Context: an optimization exercise on an open-source flow, tuned for small area. The choices shown serve that exercise and are no tape-out recipe. Only simulation tests tie the RTL to the original design; equivalence was not proved. Power is estimated from default activity; no workload was simulated.

**flow/design.v**
```verilog
module debouncer(
    input clk,
    input rst,
    input button,
    output reg clean_button 
);
reg [9:0] count;
reg button_state;
always @ (posedge clk) begin
    if (rst) begin
        count <= 0;
        button_state <= 0;
        clean_button <= 0;
    end
    else if (button==button_state)
        count <=0;
    else begin
        count <= count+1;
        if (count >= 1000) begin
            button_state <= button;
            clean_button <= button;
            count<=0;
        end
    end
end
endmodule
module clock_divider(
    input clk,    
    input rst,
    input reset,
    output reg clk_1hz,  
    output reg clk_10hz  
);
reg [16:0] count_1hz;
reg [16:0] count_10hz;
always @(posedge clk) begin
    if (rst || reset) begin
        count_1hz <=0;
        count_10hz <=0;
        clk_1hz <=0;
        clk_10hz <=0;
    end
    else begin
        if (count_1hz >=50000-1) begin
            count_1hz <=0;
            clk_1hz <= ~clk_1hz;
        end
        else 
        count_1hz <= count_1hz+1;
        if (count_10hz>= 5000-1) begin
            count_10hz<= 0;
            clk_10hz<=~clk_10hz;
        end
        else
        count_10hz <= count_10hz +1;
    end
end
endmodule
module stopwatch(
    input clk,
    input rst,
    input clk_10hz, 
    input clk_1hz,
    input start_stop,  
    input reset,  
    output reg [3:0] sec_ones,  
    output reg [3:0] sec_tens,  
    output reg [3:0] tenths  
);
reg running;
reg start_stop_d;
reg clk_10hz_d;
always @ (posedge clk) begin
    if (rst) begin
        running <= 0;
        start_stop_d <= 0;
    end
    else begin
        start_stop_d <= start_stop;
        if (start_stop && !start_stop_d)
            running <= ~running;
    end
end
always @ (posedge clk) begin
    if (rst)
        clk_10hz_d <= 0;
    else
        clk_10hz_d <= clk_10hz;
end
always @ (posedge clk) begin
    if (rst || reset) begin
        tenths <= 0;
        sec_ones <=0;
        sec_tens <=0;
    end
    else if (clk_10hz && !clk_10hz_d && running) begin
        if (tenths==9) begin
            tenths <=0;
            if(sec_ones==9) begin
                sec_ones <=0;
                if (sec_tens==9)
                    sec_tens <=0;
                else 
                    sec_tens <= sec_tens+1;
            end
            else
                sec_ones <= sec_ones+1;
        end
        else tenths <= tenths +1;
    end
end
endmodule
module seven_seg_display(
    input [3:0] digit1,  
    input [3:0] digit2,  
    input [3:0] digit3,  
    input clk,  
    input rst,
    input clk_1khz,  
    output reg [6:0] seg,  
    output reg [3:0] an,  
    output reg dp
);
reg [1:0] digit_select;
reg clk_1khz_d;
wire [1:0] next_select = digit_select + 2'd1;
always @ (posedge clk) begin
    if (rst) begin
        digit_select <= 0;
        clk_1khz_d <= 0;
        an <= 4'b1111;
        seg <= 7'b1111111;
        dp <= 1;
    end
    else begin
        clk_1khz_d <= clk_1khz;
        if (clk_1khz && !clk_1khz_d) begin
            digit_select <= next_select;
            case(next_select)
                2'b00: begin an <= 4'b1110; seg <= hex_to_seg(digit3);dp <= 1; end
                2'b01: begin an <= 4'b1101; seg <= hex_to_seg(digit2);dp <= 0; end
                2'b10: begin an <= 4'b1011; seg <= hex_to_seg(digit1);dp <= 1; end
                2'b11: begin an <= 4'b0111; seg <= 7'b1111111; dp <= 1; end
            endcase
        end
    end
end
function [6:0] hex_to_seg;
    input [3:0] num;
    case (num)
        4'h0: hex_to_seg = 7'b1000000;
        4'h1: hex_to_seg = 7'b1111001;
        4'h2: hex_to_seg = 7'b0100100;
        4'h3: hex_to_seg = 7'b0110000;
        4'h4: hex_to_seg = 7'b0011001;
        4'h5: hex_to_seg = 7'b0010010;
        4'h6: hex_to_seg = 7'b0000010;
        4'h7: hex_to_seg = 7'b1111000;
        4'h8: hex_to_seg = 7'b0000000;
        4'h9: hex_to_seg = 7'b0010000;
        default: hex_to_seg = 7'b1111111;
    endcase
endfunction
endmodule
module stopwatch_topmodule(
    input clk,
    input rst,
    input raw_start_stop,
    input raw_reset,
    output [6:0] seg,
    output [3:0] an,
    output dp
);
wire clk_1hz,clk_10hz;
wire start_stop, reset;
wire [3:0] sec_ones, sec_tens, tenths;
clock_divider clk_div(.clk(clk), .rst(rst), .reset(reset), .clk_1hz(clk_1hz), .clk_10hz(clk_10hz));
debouncer debounce_start(.clk(clk), .rst(rst), .button(raw_start_stop), .clean_button(start_stop));
debouncer debounce_reset(.clk(clk), .rst(rst), .button(raw_reset), .clean_button(reset));
stopwatch sw(.clk(clk), .rst(rst), .clk_10hz(clk_10hz), .clk_1hz(clk_1hz), .start_stop(start_stop), .reset(reset), .sec_ones(sec_ones), .sec_tens(sec_tens), .tenths(tenths));
reg [6:0] count_display;
reg clk_1khz;
always @(posedge clk ) begin
    if (rst) begin
        count_display <= 0;
        clk_1khz <= 0;
    end
    else if (count_display>=50-1) begin
        count_display <= 0;
        clk_1khz <= ~clk_1khz;
    end
    else begin
        count_display <= count_display +1;
    end
end
seven_seg_display ssd(.digit1(sec_tens), .digit2(sec_ones), .digit3(tenths), .clk(clk), .rst(rst), .clk_1khz(clk_1khz), .seg(seg), .an(an), .dp(dp));
endmodule
```
**flow/run.sh**
```bash
#!/bin/bash
# synth_recipe.tcl (not shown) runs the flow's synth.tcl, then flattens the netlist and writes it again
# the make line also repeats each setting of config.mk as NAME=value (left out here)
make -C /OpenROAD-flow-scripts/flow DESIGN_CONFIG=/design/flow/config.mk WORK_HOME=/design/flow/orfs CLKGATE_MAP_FILE= SYNTH_SCRIPT=/design/flow/synth_recipe.tcl finish
```
**flow/config.mk**
```make
export PLATFORM = sky130hd
export DESIGN_NAME = stopwatch_topmodule
export DESIGN_NICKNAME = stopwatch_topmodule
export VERILOG_FILES = /design/flow/design.v
export SDC_FILE = /design/flow/constraint.sdc
export NUM_CORES = 4
export LEC_CHECK = 0
export CAP_MARGIN = 20
export CORE_MARGIN = 2
export CORE_UTILIZATION = 40
export PLACE_DENSITY = 0.6
export SLEW_MARGIN = 20
```
**flow/constraint.sdc**
```tcl
create_clock -name core_clock -period 10.0 [get_ports {clk}]
set_input_delay 2.0000 -clock core_clock [delete_from_list [all_inputs] [get_ports {clk}]]
set_output_delay 2.0000 -clock core_clock [all_outputs]
set_load 0.01 [all_outputs]
```
==> run_results.csv <==
group,metric,value,unit
critical_path,crit_type,"in -> reg",
sta,slew_headroom,42.9,%
synth,synthCells,474,
global_routing,grt_util_met1,17.5,%
global_routing,overflow,0,
critical_path,cpLargestDelayFamily,"compound AO/OA/AOI/OAI gates",
route,drt_wl_total,7.68,mm
synth,synth_warnings,5,
floorplanning,rows,38,
power_and_ir_drop,p_sw,160,uW
power_and_ir_drop,p_comb_share,6.2,%
synth,ys_seq_area_share,44.7,%
sta,final.setup.tns,0,ns
critical_path,path_cells,"clkdlybuf4s50_1, buf_4, nor2_2, o21ai_2, a211oi_1, inv_1, ha_1, o21ai_0, o21ai_0, a21oi_1",
critical_path,worstPathRequired,10.29,ns
synth,yosys_most_used_dff,"dfxtp_1",
global_routing,globalRouteMet3Util,2.21,%
clock_tree,clock_tree.buffer_depth,2,
clock_tree,cts_setup_buffers,0,
synth,syn_area,0.00439,mm^2
power_and_ir_drop,p_clk_share,36.6,%
global_routing,grt_max_degree,26,
sta,report.final.slew_viol_count,0,
clock_tree,clock_sinks,98,
synth,synth_edf_count,0,
min_path,hold_path.class,"reg -> reg",
critical_path,critical-path-max-stage-delay,0.68,ns
route,post_drt_wl_per_cell,12.2,um
critical_path,start_kind,"input port",
sta,fmax,233,MHz
clock_tree,clock_tree.root_cell,"clkbuf_8",
finish,finalNetCount,524,
critical_path,r2r.worst_path.cells,10,
global_routing,grtUsageMet2,23.4,%
global_routing,gr-usage-all-layers,13.9,%
floorplanning,die_y,109,um
critical_path,worst-path-buf-inv,3,
clock_tree,cts_made_buffers,9,
placed_design,place_hpwl,5.55,mm
finish,area_growth,10.6,%
power_and_ir_drop,power.internal,548,uW
status,outcome,"finished clean",
critical_path,arrival,4.59,ns
synth,synthDistinctLibCells,52,
synth,synth.avg_cell_area,9.25,um^2
clock_tree,cts_max_level,3,
route,ant_nets,0,
power_and_ir_drop,cellPowerDensity,146,mW/mm^2
power_and_ir_drop,switching_share,22.6,%
sta,setup_viol,0,
route,dr_total_vias,3172,
floorplanning,ioPinCount,16,
synth,ys_ff_latch,98,
sta,fin_worst_skew,0.0114,ns
floorplanning,die-area,0.0118,mm^2
min_path,hold_path_depth,1,
floorplanning,core-area,0.0107,mm^2
finish,drive_gt1_share,5.50,%
placed_design,io_buffers,15,
floorplanning,chipWidth,109,um
critical_path,cp_max_fo,25,
sta,hold_slack,0.454,ns
route,drt_iter0_markers,175,
placed_design,dp_cells,616,
clock_tree,clock_latency,0.35,ns
power_and_ir_drop,irDropWorstVdd,0.0000691,V
power_and_ir_drop,p_leak,1.89,nW
finish,nFillCells,1041,
finish,mostFrequentLayoutCells,"dfxtp_1 (98), nor2_1 (63), ha_1 (33)",
critical_path,crit_top_cell,"o21ai_0",
global_routing,grt.busiest_layer,"met2",
sta,worst_pin_slew,0.857,ns
global_routing,antenna_found_initial,0,
critical_path,cp_num_cells,10,
global_routing,grt_pass1_wl,13.3,mm
critical_path,critPathSlowestCell,"a211oi_1",
clock_tree,path_clk_slew,0.09,ns
synth,ys_async_sr_fraction,0,%
finish,mostFrequentLayoutCell,"dfxtp_1",
clock_tree,postCtsResizedCells,0,
global_routing,grt_pass1_vias,3022,
finish,stdcell_count,631,
route,firstDrtPassIters,4,
route,vias_per_cell,5.03,
route,drc_errors,0,
placed_design,place_congestion,0.833,
sta,hold_viol,0,
sta,period_share,42.9,%
clock_tree,cts_hold_buf,0,
sta,period_needed,4.29,ns
clock_tree,cts_tree,"yes",
critical_path,crit_path_end_kind,"register",
finish,diodes,0,
floorplanning,start_util,40.8,%
flow_run,cap_violations,0,
power_and_ir_drop,p_seq_share,57.2,%
sta,rsz0062_at_grt,"no",
[cells by family (layout without fill, tap and decap cells)]
kind of cell	count (synthesis)	count (layout)	share of synthesized area [%]
compound gates	88	88	13.4
xor+xnor	35	35	6.99
fa+ha+maj	33	33	9.42
buf+inv	49	62	4.56
flops	98	98	44.7
mux	13	13	3.05
other cells	1	5	0.0855
simple gates	157	157	17.8
[worst register-to-register path, delay by kind of cell, from the launching register on]
kind                     cells  cell delay [ns]
adder cells (fa/ha/maj)      2             0.46
flip-flops                   1             0.38
AND/OR/NAND/NOR              1             0.30
buffers and inverters        2             0.25
AO/OA/AOI/OAI                5             1.16
[per-stage QoR]
stage,power (mW),util [%],setup slack (ns),area [um^2]
5_1_grt,0.739,45.2,5.47,4850
3_5_place_dp,0.458,43.3,5.38,4650
2_1_floorplan,0.442,-,6.22,4400
3_3_place_gp,0.458,43.3,5.47,4650
4_1_cts,0.716,45.2,5.73,4850
6_report,0.708,45.2,5.71,4850
[power by group through the flow]
stage	Sequential, mW	Combinational (mW)	Clock [mW]
floorplan	0.416	0.0263	0
global placement	0.414	0.0435	0
CTS	0.405	0.0443	0.266
global route	0.407	0.0493	0.283
finish	0.405	0.0442	0.259
detailed placement	0.414	0.0441	0
[final cells by class]
cell class	count	area [um^2]	area share, %
Multi-Input combinational cell	331	2240	46.1
Clock inverter	4	51.3	1.06
Sequential cell	98	1960	40.4
Tap cell	140	175	3.61
Inverter	31	116	2.40
Clock buffer	11	151	3.12
Timing Repair Buffer	16	158	3.25
[Yosys cell counts, types with 10 or more instances]
| cell type | instances | area [um^2] |
|---|---|---|
| nand2_1 | 17 | 63.8 |
| nand3_1 | 21 | 105 |
| xnor2_1 | 16 | 140 |
| nor2b_1 | 12 | 75.1 |
| dfxtp_1 | 98 | 1960 |
| nor2_1 | 63 | 236 |
| o21ai_0 | 16 | 80.1 |
| ha_1 | 33 | 413 |
| a21oi_1 | 29 | 145 |
| inv_1 | 31 | 116 |
| clkbuf_1 | 12 | 45.0 |
| xor2_1 | 19 | 166 |
| o31ai_1 | 10 | 75.1 |
| mux2i_1 | 10 | 100 |
[final timing paths]
path | from | end | slack (ns)
min reg2reg | clk_div.count_10hz[0] | clk_div.count_10hz[0] | 0.45
max reg2reg | sw.tenths[1] | register | 7.40
min | clk_div.count_10hz[0] | clk_div.count_10hz[0] | 0.45
max | rst | register | 5.71
[metal layers]
| metal | routed length, um | vias to the layer above |
|---|---|---|
| li1 | - | 1639 |
| met1 | 3810 | 1482 |
| met2 | 3540 | 37 |
| met3 | 194 | 14 |
| met4 | 138 | 0 |
| met5 | 0 | - |

==> static timing again, ports no longer ideal <==
No port has a modelled driver above. Below, the same layout with a new extraction and two added sets of constraints.
Step 1 (the two cells are an assumption about what drives the block):
set clk [get_ports {clk}]
set_driving_cell -lib_cell sky130_fd_sc_hd__clkbuf_16 $clk
set_driving_cell -lib_cell sky130_fd_sc_hd__buf_2 [delete_from_list [all_inputs] $clk]
Step 2, shift: input delay + t, output delay - t, t = (earliest + latest rising clock arrival at the registers) / 2. This alone moves slack from input paths to output paths.
Three values: ideal ports, drivers, drivers and shift; two values: the first two.
shift t [ns]: 0.381
setup slack, ns: 5.706 / 5.715 / 5.334
worst setup path at the end: input to register
worst data-port slew with drivers (ns): 0.04
pins driven straight from the clock port: 1
After both steps setup and hold are still met in this run. For this run, drivers alone change the setup slack by +0.009 ns; drivers and shift together by -0.372 ns.
